Source: an optimization exercise on an open RTL-to-GDS flow (aim: small area and a short achievable clock period). Production flows keep margins and buffers that such runs may drop.
In this exercise RTL edits were held to simulation tests only and were not proved equivalent to the original.
No driver is modelled on the clock port, so clock power and skew are understated where the tree is cut down; a real chip needs a root buffer or a tree.
No activity file was given, so power comes from the tool's default toggle rates.

## run A
Design fifo, start of the top module:
module fifo(
    input         clk,
    input         rst,         
    input  [7:0]  data_in,
    input         w_en,
    input         r_en,
    output reg [7:0] data_out,
    output reg    full,
    output reg    empty
);
    reg [7:0] mem [0:3][0:7];
    reg [3:0] wb;               
    reg [3:0] wbok;             
    reg [7:0] wr;               
    reg [3:0] rb;               
    reg [3:0] rbok;             
    reg [7:0] crow [0:3];       
    reg [3:0] cm;               
    reg [8:0] cq;               
    reg [7:0] cand [0:3];       
    reg [7:0] wd;               
    reg       byp;              
    reg       nfull, nempty;    
    reg       up_q, dn_q;       
    wire wok = w_en & nfull;
    wire rd  = r_en & nempty;
    genvar b, i;
    generate
        for (b = 0; b < 4; b = b + 1) begin : g_bank
            for (i = 0; i < 8; i = i + 1) begin : g_row
                always @(posedge clk)
                    if (w_en & wbok[b] & wr[i])
                        mem[b][i] <= data_in;
            end
            reg [7:0] sel;
            integer k;
            always @* begin
                sel = 8'b0;
                for (k = 0; k < 8; k = k + 1)
                    sel = sel | ({8{crow[b][k]}} & mem[b][k]);
            end
            always @(posedge clk)
                cand[b] <= sel;
            always @(posedge clk)
                if (!rst)
                    crow[b] <= 8'b1;
                else if (r_en & rbok[b])
                    crow[b] <= {crow[b][6:0], crow[b][7]};
        end
    endgenerate
    wire [3:0] hs = rb & {4{~byp}};
    wire [7:0] head = ({8{hs[0]}} & cand[0]) | ({8{hs[1]}} & cand[1])
                    | ({8{hs[2]}} & cand[2]) | ({8{hs[3]}} & cand[3])
                    | ({8{byp}} & wd);
    wire inc = w_en & (r_en ? ~nempty : nfull);
    wire dec = r_en & (w_en ? ~nfull : nempty);
    wire       one_n   = cq[0] & cm[1];
  ...
Settings: LEC_CHECK=0, CAP_MARGIN=20, CORE_MARGIN=2, CORE_UTILIZATION=55, SETUP_SLACK_MARGIN=1.2, SLEW_MARGIN=20, TNS_END_PERCENT=5; clock period 2.4 ns.
standard.sh (not shown) runs the stock make flow with config.mk's settings and CLKGATE_MAP_FILE= SYNTH_SCRIPT=/design/flow/synth_recipe.tcl, a recipe that flattens the netlist after the stock synthesis.
==> flow/flow/run.sh <==
#!/bin/bash
set -euo pipefail
bash standard.sh finish PRE_CTS_TCL="$PWD/flow/my_cts.tcl" \
  BUFFER_PORTS_ARGS="-buffer_cell sky130_fd_sc_hd__buf_4" \
  MATCH_CELL_FOOTPRINT=0 > standard.log 2>&1
==> flow/flow/my_cts_params.tcl <==
set ::my_cts_k 24
set ::my_cts_r 4
set ::my_cts_leaf sky130_fd_sc_hd__clkbuf_16
set ::my_cts_root sky130_fd_sc_hd__clkbuf_16
set ::my_cts_cap 1.1
set ::my_cts_ff4 7
set ::my_cts_ff2 4
Other scripts of this flow, unchanged in this note and not shown: flow/flow/my_cts.tcl
#### Input delta (run B over run A)
- changing TNS_END_PERCENT from 5 to 100
- changing CORE_UTILIZATION from 55 to 65
diff --git a/flow/flow/my_cts_params.tcl b/flow/flow/my_cts_params.tcl
--- a/flow/flow/my_cts_params.tcl
+++ b/flow/flow/my_cts_params.tcl
@@ -1,2 +1,2 @@
-set ::my_cts_k 24
+set ::my_cts_k 16
 set ::my_cts_r 4
--- outcome ---
Run B vs run A — worst hold margin rose 26 ps.
Compared with run A, run B shows met2 routing resource usage after global routing higher by 8.3 points.
Looking at power density of the placed cells, run B sits 5.6% lower than run A does.
Run B has more setup slack than run A.
Combinational gate power of run B exceeds that of run A by more than 10%.
On achievable frequency, run B does better than run A.
From run B to run A, cell area after synthesis did not move at all.
Route | run B vs run A | wire shorter in run B
Ratio of cells with drive above 1 in the final layout | run B above run A
Overall power down about 6% in run B wrt run A
| design area | run A vs run B | ≈ equal |
Setup changes, run B to run C
- TNS_END_PERCENT: 100 -> 5
- SETUP_SLACK_MARGIN: 1.2 -> 1.15
- CORE_UTILIZATION: 65 -> 45
Run C: full flow OK, the timing, DRC and antenna checks passed
Re number of cell instances on the worst register-to-register path: run B and run C aren't equal, and the lower value belongs to run C.
From run B to run C the numbers moved as follows: number of vias after detailed routing lower, clock period minus worst slack higher, fraction of the cycle the final worst path needs higher.
Lower minimum setup slack in the final design was reported by run C, not run B.
Input-level comparison between run D and run C:
- TNS_END_PERCENT changed from 5 to 100
- CORE_UTILIZATION changed from 45 to 65
==> flow/flow/my_cts_params.tcl <==
set ::my_cts_k 16
set ::my_cts_r 4
set ::my_cts_leaf sky130_fd_sc_hd__clkbuf_16
set ::my_cts_root sky130_fd_sc_hd__clkbuf_16
set ::my_cts_cap 1.1
set ::my_cts_ff4 1000
set ::my_cts_ff2 6
- Detailed route, run D vs run C: via total higher for run D
- Diff run D..run C | basic-gate share of the synthesized area counting and, or, nand and nor cells | unchanged
- On sequential fraction of total cell area, run D tracks run C almost exactly.
- Compared with run C, run D shows a lower area added between synthesis and finish.
- Compared run C against run D; critical path required time within noise.
- Run D has switching power below what run C had.
- Diff run C -> run D: proportion of power drawn by combinational gates ~0 delta; routed wire length now smaller; number of well taps now sits lower.
- Against run C, run D comes in 1 higher on post-CTS setup repair buffer count.
- Comparing met3 capacity usage during global routing for run C and run D, the bigger number came from run D.
No run of this note takes its clock network from TritonCTS; it comes from the design's own scripts or RTL.

==> separate check: timing with driven ports <==
Ports are ideal in the flow. The routed layouts listed here were re-timed in OpenROAD. Step 1 sets driving cells, clkbuf_16 on the clock port and buf_2 on the other inputs (assumed; they add their load-dependent delay and slew). Step 2 times the ports against the registers' clock, not the clock port: input delays grow and output delays shrink by t, the midpoint of the rising clock arrivals with the driver on. a / b / c = no drivers / after step 1 / after step 2; a / b = the first two.
run | shift t [ns] | setup slack, ns | worst hold slack (ns) | clock arrival spread, ns
run A | 0.432 | 1.097 / 0.988 / 0.769 | 0.460 / 0.382 / 0.460 | 0.065 / 0.065
run B | 0.412 | 1.123 / 1.024 / 0.777 | 0.486 / 0.421 / 0.486 | 0.029 / 0.029
run C | 0.419 | 1.098 / 0.993 / 0.776 | 0.483 / 0.415 / 0.483 | 0.045 / 0.044
run D | 0.417 | 1.114 / 1.002 / 0.790 | 0.456 / 0.377 / 0.478 | 0.043 / 0.044
After both steps setup and hold are still met in every run listed. For run B, which loses most, drivers alone change the setup slack by -0.099 ns; drivers and shift together by -0.346 ns.
